Context: an optimization exercise on an open-source flow, tuned for small area, a short achievable clock period and few clock cycles. The choices shown serve that exercise and are no tape-out recipe.
The RTL was checked by simulation tests, not by an equivalence proof against the original design.
Power figures rest on the tool's default switching activity, not on a simulated workload.

==> exp/cedar: inputs <==
// axis_cpu
module axis_cpu (
    input wire clk,
    input wire rst,
    input wire [31:0] din_TDATA,
    input wire din_TVALID,
    output wire din_TREADY,
    input wire din_TLAST,
    output wire [31:0] dout_TDATA,
    output wire dout_TVALID,
    input wire dout_TREADY,
    output wire dout_TLAST,
    input wire [31:0] cmd_in_TDATA,
    input wire cmd_in_TVALID,
    output wire [31:0] cmd_out_TDATA,
    output wire cmd_out_TVALID
);
export LEC_CHECK = 0
export ABC_CLOCK_PERIOD_IN_PS = 3500
export CAP_MARGIN = 20
export CORE_MARGIN = 2
export CORE_UTILIZATION = 40
export PLACE_DENSITY = 0.6
export SETUP_SLACK_MARGIN = 5
export SLEW_MARGIN = 20
create_clock -name core_clock -period 9.0 [get_ports {clk}]
run.sh (not shown) runs the stock make flow with config.mk's settings and CLKGATE_MAP_FILE= SYNTH_SCRIPT=/design/flow/synth_recipe.tcl, a recipe that flattens the netlist after the stock synthesis.
==> inputs of exp/maple, as changes to exp/cedar <==
--- a/flow/design.v
+++ b/flow/design.v
@@ -53,32 +53,50 @@
             if (imm_wr) mp <= mp + 4'd1;
         end
     end
     reg [7:0] imem_e [0:63];
     reg [7:0] imem_o [0:63];
     reg [6:0] jtab [0:15];
     reg [31:0] itab [0:15];
+    reg w_inst;
+    reg w_jmp;
+    reg w_imm;
+    reg [6:0] w_addr;
+    reg [31:0] w_data;
     always @(posedge clk) begin
-        if (inst_wr && !ip[0]) imem_e[ip[6:1]] <= cmd_in_TDATA[7:0];
-        if (inst_wr && ip[0]) imem_o[ip[6:1]] <= cmd_in_TDATA[7:0];
-        if (jmp_wr) jtab[jp] <= cmd_in_TDATA[6:0];
-        if (imm_wr) itab[mp] <= cmd_in_TDATA;
+        w_inst <= inst_wr;
+        w_jmp <= jmp_wr;
+        w_imm <= imm_wr;
+        w_addr <= inst_wr ? ip : jmp_wr ? {3'd0, jp} : {3'd0, mp};
+        w_data <= cmd_in_TDATA;
     end
-    wire halt = rst || programming;
+    always @(posedge clk) begin
+        if (w_inst && !w_addr[0]) imem_e[w_addr[6:1]] <= w_data[7:0];
+        if (w_inst && w_addr[0]) imem_o[w_addr[6:1]] <= w_data[7:0];
+        if (w_jmp) jtab[w_addr[3:0]] <= w_data[6:0];
+        if (w_imm) itab[w_addr[3:0]] <= w_data;
+    end
+    reg halt;
+    always @(posedge clk) halt <= rst || programming;
     reg [6:0] pc;       
     reg [5:0] pce;      
     wire [7:0] ev = imem_e[pce];
     wire [7:0] od = imem_o[pc[6:1]];
     wire [7:0] i0 = pc[0] ? od : ev;
     wire [7:0] i1 = pc[0] ? ev : od;
-    wire fuse = (i0[7:5] == 3'b111);
-    wire st0 = (i0[7:6] == 2'b01) && !i0[4];
-    wire stf = st0 && (i1[7:6] != 2'b01) &&
-               !((i1[7:6] == 2'b00) && i1[4] && (i1[3:0] == i0[3:0]));
-    wire take2 = fuse || stf;
+    function is_sel(input [7:0] a);
+        is_sel = (a[7:5] == 3'b111);
+    endfunction
+    function st_ok(input [7:0] a, input [7:0] b);
+        st_ok = (a[7:6] == 2'b01) && !a[4] && (b[7:6] != 2'b01) &&
+                !((b[7:6] == 2'b00) && b[4]);
+    endfunction
+    wire fuse = pc[0] ? is_sel(od) : is_sel(ev);
+    wire take2 = pc[0] ? (is_sel(od) || st_ok(od, ev)) : (is_sel(ev) || st_ok(ev, od));
+    wire stf = take2 && !fuse;
     wire [6:0] pc1 = pc + 7'd1;
     wire [6:0] pc2 = pc + 7'd2;
     wire [6:0] pc3 = pc + 7'd3;
     wire [6:0] f_seq = take2 ? pc2 : pc1;
     wire [6:0] f_seq1 = take2 ? pc3 : pc2;
     localparam NBTB = 4;
     reg [NBTB-1:0] btb_v;
@@ -106,23 +124,24 @@
     reg d_v;
     reg [7:0] d_mi;     
     reg d_fuse;         
     reg d_st;           
     reg d_stx;          
     reg [3:0] d_stn;    
     reg d_sel;          
-    reg [15:0] d_soh;   
+    reg [15:0] d_ioh;   
+    reg [15:0] d_joh;   
     reg [6:0] d_next;   
     reg [6:0] d_next1;  
     reg [6:0] d_pc;     
     reg d_pred;         
     reg [15:0] isel;    
     reg [15:0] jsel;    
-    wire [15:0] ioh = (d_fuse && d_sel) ? d_soh : isel;
-    wire [15:0] joh = (d_fuse && !d_sel) ? d_soh : jsel;
+    wire [15:0] ioh = d_ioh;
+    wire [15:0] joh = d_joh;
     reg [31:0] f_imm;
     reg [6:0] f_j;
     integer k;
     always @(*) begin
         f_imm = 32'd0;
         f_j = 7'd0;
         for (k = 0; k < 16; k = k + 1) begin
@@ -135,14 +154,17 @@
     wire [15:0] jsel_n = (d_mi[7:4] == 4'hE) ? mi_oh : joh;
     wire d_out = (d_mi[7:6] == 2'b01) && d_mi[4];
     wire d_in = (d_mi[7:6] == 2'b00) && (d_mi[4:3] == 2'b01);
     wire d_sub = !((d_mi[7:5] == 3'b100) && (d_mi[3:0] == 4'd0));
     wire d_ja = (d_mi[7:5] == 3'b101) && (d_mi[2:0] == 3'd0);
     wire d_cj = (d_mi[7:5] == 3'b101) && (d_mi[2:0] != 3'd0);
     reg [1:0] bctr [0:31];
+    reg bu_v;
+    reg bu_t;
+    reg [4:0] bu_i;
     wire d_bp = d_cj && bctr[d_next[4:0]][1];
     function [6:0] add7(input [6:0] a, input [6:0] b);
         reg [6:0] g;
         reg [6:0] p;
         reg [6:0] p0;
         integer i;
         integer d;
@@ -172,15 +194,15 @@
     reg e_stx;
     reg [3:0] e_stn;
     reg e_first;        
     reg [31:0] Bx;      
     reg o_valid;        
     reg i_ready;        
     reg o_last;
-    reg [31:0] o_data;
+    reg [31:0] o_data;  
     reg [31:0] A;
     reg [31:0] X;
     reg last_f;
     reg [31:0] R [0:15];
     reg [15:0] rvalid;
     wire [2:0] cls = ei[7:5];
     wire is_lda = (cls == 3'b000);
@@ -211,17 +233,17 @@
                     g[i] = g[i] | (p[i] & g[i - d]);
                     p[i] = p[i] & p[i - d];
                 end
             pfx_add = {g[31], p0 ^ {g[30:0], cin}};
         end
     endfunction
     wire [32:0] addsub = pfx_add(A, Bx, e_sub);
-    wire ge = (A >= B);
+    wire ge = addsub[32];
     wire eq = (A == B);
-    wire gt = (A > B);
+    wire gt = ge && !eq;
     wire set = |(A & B);
     wire [31:0] shl = B[5] ? 32'd0 : (A << B[4:0]);
     wire [31:0] shr = B[5] ? 32'd0 : (A >> B[4:0]);
     reg [31:0] alu1;
     always @(*) begin
         case (ei[2:0])
             3'd0: alu1 = addsub[31:0];
@@ -311,26 +333,24 @@
             end
             clz32 = nz4[1] ? {1'b0, c4[7:4]} : {1'b1, c4[3:0]};
         end
     endfunction
     reg [1:0] dst;  
     wire dbusy = dst[1];
     reg [4:0] dsh_r;
-    reg [31:0] dr;
-    reg [31:0] dd;
-    reg [31:0] dq;
     reg [4:0] dcnt;
-    wire dquick = az || bz;
+    wire dquick = az || bz || !ge;
     wire [4:0] cla = clz32(A);
     wire [4:0] clb = clz32(B);
     wire [4:0] dsh = (clb > cla) ? (clb - cla) : 5'd0;
-    wire [32:0] t1 = {1'b0, dr} - {1'b0, dd};
-    wire ge1 = !t1[32];
-    wire [31:0] r1 = ge1 ? t1[31:0] : dr;
-    wire [31:0] q1 = {dq[30:0], ge1};
+    wire d_step = e_v && is_dm && dbusy;
+    wire ge1 = addsub[32];
+    wire [31:0] r1 = ge1 ? addsub[31:0] : A;
+    wire [31:0] q1 = {ms[30:0], ge1};
+    wire [31:0] dnorm = B << dsh_r;
     wire div_done = dbusy ? (dcnt == 5'd0) : (dst == 2'd0) && dquick;
     wire [31:0] div_res = dbusy ? (dm_div ? q1 : r1)
                                 : (dm_div ? {32{bz}} : A);
     wire e_busy = (i_ready && !din_TVALID) || (o_valid && !dout_TREADY) ||
                   (is_mul && !mul_done) || (is_dm && !div_done);
     wire fire = e_v && !e_busy;
     wire e_adv = !e_v || !e_busy;           
@@ -351,42 +371,38 @@
         endcase
     end
     wire [31:0] alures = !ei[3] ? alu1 : is_mul ? mul_res : div_res;
     wire a_we = e_v && (is_lda ? (!is_in || din_TVALID) :
                         is_alu ? (!ei[3] || (is_mul ? mul_done : div_done)) :
                         is_txa);
     wire x_we = e_v && (is_ldx ? (!is_in || din_TVALID) : is_tax);
-    wire [31:0] a_n = !a_we ? (m_step ? {A[23:0], 8'd0} : A) :
+    wire [31:0] a_n = !a_we ? (m_step ? {A[23:0], 8'd0} : d_step ? r1 : A) :
                       is_lda ? ldval : is_alu ? alures : X;
     wire [31:0] x_n = !x_we ? X : is_ldx ? ldval : A;
-    wire r_we_m = e_v && is_st && (!ei[4] || dout_TREADY);
+    wire r_we_m = e_v && is_st;
     wire r_we_s = e_v && e_st && e_first;
     wire r_we = r_we_m || r_we_s;
     wire [3:0] r_wa = e_st ? e_stn : ei[3:0];
     wire r_wx = e_st ? e_stx : ei[5];
     wire [31:0] b_n = d_mi[4] ? x_n : f_imm;
     always @(posedge clk) begin
+        if (halt || sq_e || sq_d || d_take) begin
+            pc <= (sq_d && !sq_e && !halt) ? ptgt : halt ? 7'd0 : sq_e ? tgt : f_next;
+            pce <= (sq_d && !sq_e && !halt) ? ptgt1[6:1] : halt ? 6'd0 : sq_e ? tgt1[6:1] : f_nexte;
+        end
         if (halt) begin
-            pc <= 7'd0;
-            pce <= 6'd0;
             d_v <= 1'b0;
             e_v <= 1'b0;
         end else if (sq_e) begin
-            pc <= tgt;
-            pce <= tgt1[6:1];
             d_v <= 1'b0;
             e_v <= 1'b0;
         end else begin
             if (sq_d) begin
-                pc <= ptgt;
-                pce <= ptgt1[6:1];
                 d_v <= 1'b0;
             end else if (d_take) begin
-                pc <= f_next;
-                pce <= f_nexte;
                 d_v <= 1'b1;
             end
             if (e_adv) begin
                 e_v <= d_v;
                 if (d_v) begin
                     isel <= isel_n;
                     jsel <= jsel_n;
@@ -396,36 +412,47 @@
         if (d_take) begin
             d_mi <= take2 ? i1 : i0;
             d_fuse <= fuse;
             d_st <= stf;
             d_stx <= i0[5];
             d_stn <= i0[3:0];
             d_sel <= i0[4];
-            d_soh <= 16'd1 << i0[3:0];
+            d_ioh <= (fuse && i0[4]) ? (16'd1 << i0[3:0]) : (d_v && e_adv) ? isel_n : isel;
+            d_joh <= (fuse && !i0[4]) ? (16'd1 << i0[3:0]) : (d_v && e_adv) ? jsel_n : jsel;
             d_next <= f_seq;
             d_next1 <= f_seq1;
             d_pc <= pc;
             d_pred <= btb_hit;
         end
         if (e_adv) begin
             ei <= d_mi;
             B <= b_n;
         end else if (m_step) begin
             B <= {8'd0, B[31:8]};
+        end else if (e_v && is_dm && (dst == 2'd1)) begin
+            B <= dnorm;
+        end else if (d_step) begin
+            B <= {1'b0, B[31:1]};
         end
         if (e_adv) begin
             ej <= f_j;
             enext <= d_next;
             enext1 <= d_next1;
             epred <= d_bp;
             e_sub <= d_sub;
             e_st <= d_st;
             e_stx <= d_stx;
             e_stn <= d_stn;
             Bx <= b_n ^ {32{d_sub}};
+        end else if (e_v && is_dm && (dst == 2'd1)) begin
+            Bx <= ~dnorm;
+        end else if (d_step) begin
+            Bx <= {1'b1, Bx[31:1]};
+        end
+        if (e_adv) begin
             o_last <= d_mi[0] && d_out;
             o_data <= d_mi[5] ? x_n : a_n;
         end
         e_first <= e_adv;
         if (halt || sq_e) begin
             o_valid <= 1'b0;
             i_ready <= 1'b0;
@@ -460,34 +487,42 @@
             btb_ptr <= (btb_ptr == NBTB - 1) ? 2'd0 : btb_ptr + 2'd1;
         end
     end
     integer bj;
     always @(posedge clk) begin
         if (halt) begin
             for (bj = 0; bj < 32; bj = bj + 1) bctr[bj] <= 2'b01;
-        end else if (e_cj) begin
-            if (taken && bctr[enext[4:0]] != 2'b11) bctr[enext[4:0]] <= bctr[enext[4:0]] + 2'b01;
-            else if (!taken && bctr[enext[4:0]] != 2'b00) bctr[enext[4:0]] <= bctr[enext[4:0]] - 2'b01;
+        end else if (bu_v) begin
+            if (bu_t && bctr[bu_i] != 2'b11) bctr[bu_i] <= bctr[bu_i] + 2'b01;
+            else if (!bu_t && bctr[bu_i] != 2'b00) bctr[bu_i] <= bctr[bu_i] - 2'b01;
         end
     end
     always @(posedge clk) begin
+        bu_v <= e_cj && !halt;
+        bu_t <= taken;
+        bu_i <= enext[4:0];
+    end
+    always @(posedge clk) begin
         if (halt) begin
             mst <= 2'd0;
         end else if (e_v && is_mul) begin
             case (mst)
                 2'd0: if (!mquick) mst <= mlast ? 2'd2 : 2'd1;
                 2'd1: if (mlast) mst <= 2'd2;
                 default: mst <= 2'd0;
             endcase
         end
     end
     always @(posedge clk) begin
         if (m_step) begin
             ms <= s8;
             mcy <= c8;
+        end else if (d_step && (dcnt != 5'd0)) begin
+            ms <= q1;
+            mcy <= 32'd0;
         end else begin
             ms <= 32'd0;
             mcy <= 32'd0;
         end
     end
     always @(posedge clk) begin
         if (halt) begin
@@ -498,30 +533,17 @@
                 2'd1: dst <= 2'd2;
                 default: if (dcnt == 5'd0) dst <= 2'd0;
             endcase
         end
     end
     always @(posedge clk) begin
         case (dst)
-            2'd0: begin
-                dr <= A;
-                dd <= B;
-                dsh_r <= dsh;
-            end
-            2'd1: begin
-                dd <= dd << dsh_r;
-                dq <= 32'd0;
-                dcnt <= dsh_r;
-            end
-            default: begin
-                dr <= r1;
-                dd <= {1'b0, dd[31:1]};
-                dq <= q1;
-                dcnt <= dcnt - 5'd1;
-            end
+            2'd0: dsh_r <= dsh;
+            2'd1: dcnt <= dsh_r;
+            default: dcnt <= dcnt - 5'd1;
         endcase
     end
-    assign din_TREADY = i_ready;
-    assign dout_TVALID = o_valid;
+    assign din_TREADY = i_ready && !halt;
+    assign dout_TVALID = o_valid && !halt;
     assign dout_TDATA = o_data;
     assign dout_TLAST = o_last;
 endmodule
- CAP_MARGIN: 20 -> 30
- SLEW_MARGIN: 20 -> 30
- TNS_END_PERCENT: default -> 10
==> inputs of exp/fjord, as changes to exp/cedar <==
--- a/flow/design.v
+++ b/flow/design.v
@@ -67,23 +67,19 @@
     reg [6:0] pc;       
     reg [5:0] pce;      
     wire [7:0] ev = imem_e[pce];
     wire [7:0] od = imem_o[pc[6:1]];
     wire [7:0] i0 = pc[0] ? od : ev;
     wire [7:0] i1 = pc[0] ? ev : od;
     wire fuse = (i0[7:5] == 3'b111);
-    wire st0 = (i0[7:6] == 2'b01) && !i0[4];
-    wire stf = st0 && (i1[7:6] != 2'b01) &&
-               !((i1[7:6] == 2'b00) && i1[4] && (i1[3:0] == i0[3:0]));
-    wire take2 = fuse || stf;
     wire [6:0] pc1 = pc + 7'd1;
     wire [6:0] pc2 = pc + 7'd2;
     wire [6:0] pc3 = pc + 7'd3;
-    wire [6:0] f_seq = take2 ? pc2 : pc1;
-    wire [6:0] f_seq1 = take2 ? pc3 : pc2;
+    wire [6:0] f_seq = fuse ? pc2 : pc1;
+    wire [6:0] f_seq1 = fuse ? pc3 : pc2;
     localparam NBTB = 4;
     reg [NBTB-1:0] btb_v;
     reg [6:0] btb_pc [0:NBTB-1];
     reg [6:0] btb_t [0:NBTB-1];
     reg [5:0] btb_te [0:NBTB-1];
     reg [1:0] btb_ptr;
     reg btb_hit;
@@ -102,17 +98,14 @@
             end
     end
     wire [6:0] f_next = btb_hit ? btb_tgt : f_seq;
     wire [5:0] f_nexte = btb_hit ? btb_tgte : f_seq1[6:1];
     reg d_v;
     reg [7:0] d_mi;     
     reg d_fuse;         
-    reg d_st;           
-    reg d_stx;          
-    reg [3:0] d_stn;    
     reg d_sel;          
     reg [15:0] d_soh;   
     reg [6:0] d_next;   
     reg [6:0] d_next1;  
     reg [6:0] d_pc;     
     reg d_pred;         
     reg [15:0] isel;    
@@ -164,18 +157,14 @@
     reg [7:0] ei;
     reg [31:0] B;       
     reg [6:0] ej;
     reg [6:0] enext;
     reg [6:0] enext1;
     reg epred;          
     reg e_sub;          
-    reg e_st;           
-    reg e_stx;
-    reg [3:0] e_stn;
-    reg e_first;        
     reg [31:0] Bx;      
     reg o_valid;        
     reg i_ready;        
     reg o_last;
     reg [31:0] o_data;
     reg [31:0] A;
     reg [31:0] X;
@@ -354,19 +343,15 @@
     wire a_we = e_v && (is_lda ? (!is_in || din_TVALID) :
                         is_alu ? (!ei[3] || (is_mul ? mul_done : div_done)) :
                         is_txa);
     wire x_we = e_v && (is_ldx ? (!is_in || din_TVALID) : is_tax);
     wire [31:0] a_n = !a_we ? (m_step ? {A[23:0], 8'd0} : A) :
                       is_lda ? ldval : is_alu ? alures : X;
     wire [31:0] x_n = !x_we ? X : is_ldx ? ldval : A;
-    wire r_we_m = e_v && is_st && (!ei[4] || dout_TREADY);
-    wire r_we_s = e_v && e_st && e_first;
-    wire r_we = r_we_m || r_we_s;
-    wire [3:0] r_wa = e_st ? e_stn : ei[3:0];
-    wire r_wx = e_st ? e_stx : ei[5];
+    wire r_we = e_v && is_st && (!ei[4] || dout_TREADY);
     wire [31:0] b_n = d_mi[4] ? x_n : f_imm;
     always @(posedge clk) begin
         if (halt) begin
             pc <= 7'd0;
             pce <= 6'd0;
             d_v <= 1'b0;
             e_v <= 1'b0;
@@ -390,19 +375,16 @@
                 if (d_v) begin
                     isel <= isel_n;
                     jsel <= jsel_n;
                 end
             end
         end
         if (d_take) begin
-            d_mi <= take2 ? i1 : i0;
+            d_mi <= fuse ? i1 : i0;
             d_fuse <= fuse;
-            d_st <= stf;
-            d_stx <= i0[5];
-            d_stn <= i0[3:0];
             d_sel <= i0[4];
             d_soh <= 16'd1 << i0[3:0];
             d_next <= f_seq;
             d_next1 <= f_seq1;
             d_pc <= pc;
             d_pred <= btb_hit;
         end
@@ -414,41 +396,37 @@
         end
         if (e_adv) begin
             ej <= f_j;
             enext <= d_next;
             enext1 <= d_next1;
             epred <= d_bp;
             e_sub <= d_sub;
-            e_st <= d_st;
-            e_stx <= d_stx;
-            e_stn <= d_stn;
             Bx <= b_n ^ {32{d_sub}};
             o_last <= d_mi[0] && d_out;
             o_data <= d_mi[5] ? x_n : a_n;
         end
-        e_first <= e_adv;
         if (halt || sq_e) begin
             o_valid <= 1'b0;
             i_ready <= 1'b0;
         end else if (e_adv) begin
             o_valid <= d_v && d_out;
             i_ready <= d_v && d_in;
         end
     end
     always @(posedge clk) begin
         A <= a_n;
         X <= x_n;
-        if (r_we) R[r_wa] <= r_wx ? X : A;
+        if (r_we) R[ei[3:0]] <= ei[5] ? X : A;
     end
     always @(posedge clk) begin
         if (halt) begin
             rvalid <= 16'd0;
             last_f <= 1'b0;
         end else begin
-            if (r_we) rvalid[r_wa] <= 1'b1;
+            if (r_we) rvalid[ei[3:0]] <= 1'b1;
             if (i_ready && din_TVALID) last_f <= din_TLAST;
         end
     end
     always @(posedge clk) begin
         if (halt) begin
             btb_v <= {NBTB{1'b0}};
             btb_ptr <= 2'd0;
- CORE_UTILIZATION: 40 -> 50
- PLACE_DENSITY: 0.6 -> 0.65
==> comparison <==
Between exp/fjord and exp/cedar, the lower clock-buffer cell count is in exp/fjord (gap 16). Combinational power: exp/maple < exp/fjord < exp/cedar. Via count: exp/cedar > exp/fjord > exp/maple. Synthesized cell count: exp/cedar > exp/maple > exp/fjord. The lowest first-iteration DRC count belongs to exp/maple, the highest to exp/fjord. The lowest worst setup slack belongs to exp/maple, the highest to exp/cedar. Sequential power is about the same in exp/cedar and exp/maple. In exp/fjord the hold slack is better than in exp/cedar, by 43 ps.
Testbench counts of exp/cedar, summed over its fixed seeds: cycles 26,931.
Testbench counts of exp/maple, summed over its fixed seeds: cycles 26,635.
Testbench counts of exp/fjord, summed over its fixed seeds: cycles 27,709.

==> what the ideal ports hide <==
Ports are ideal in the flow. The routed layouts listed here were re-timed in OpenROAD. Step 1: set_driving_cell puts a clkbuf_16 on clk and a buf_2 on each other input, an assumption about the parent block. Step 2 also shifts input and output timing later by t, the mid clock arrival at the registers, as if the neighbouring blocks saw the same clock. Three values: ideal ports, drivers, drivers and shift; two values: the first two.
run | t, ns | setup slack, ns | hold WS [ns] | worst setup path at the end | worst data-port slew with drivers (ns)
exp/cedar | 1.018 | 4.688 / 4.688 / 4.049 | 0.426 / 0.426 / 0.426 | input to register | 0.24
exp/maple | 1.006 | 4.450 / 4.450 / 3.531 | 0.409 / 0.409 / 0.409 | input to register | 0.23
exp/fjord | 1.006 | 4.590 / 4.590 / 3.939 | 0.469 / 0.469 / 0.469 | input to register | 0.31
After both steps setup and hold are still met in every run listed. For exp/maple, which loses most, drivers alone change the setup slack by 0.000 ns; drivers and shift together by -0.919 ns.
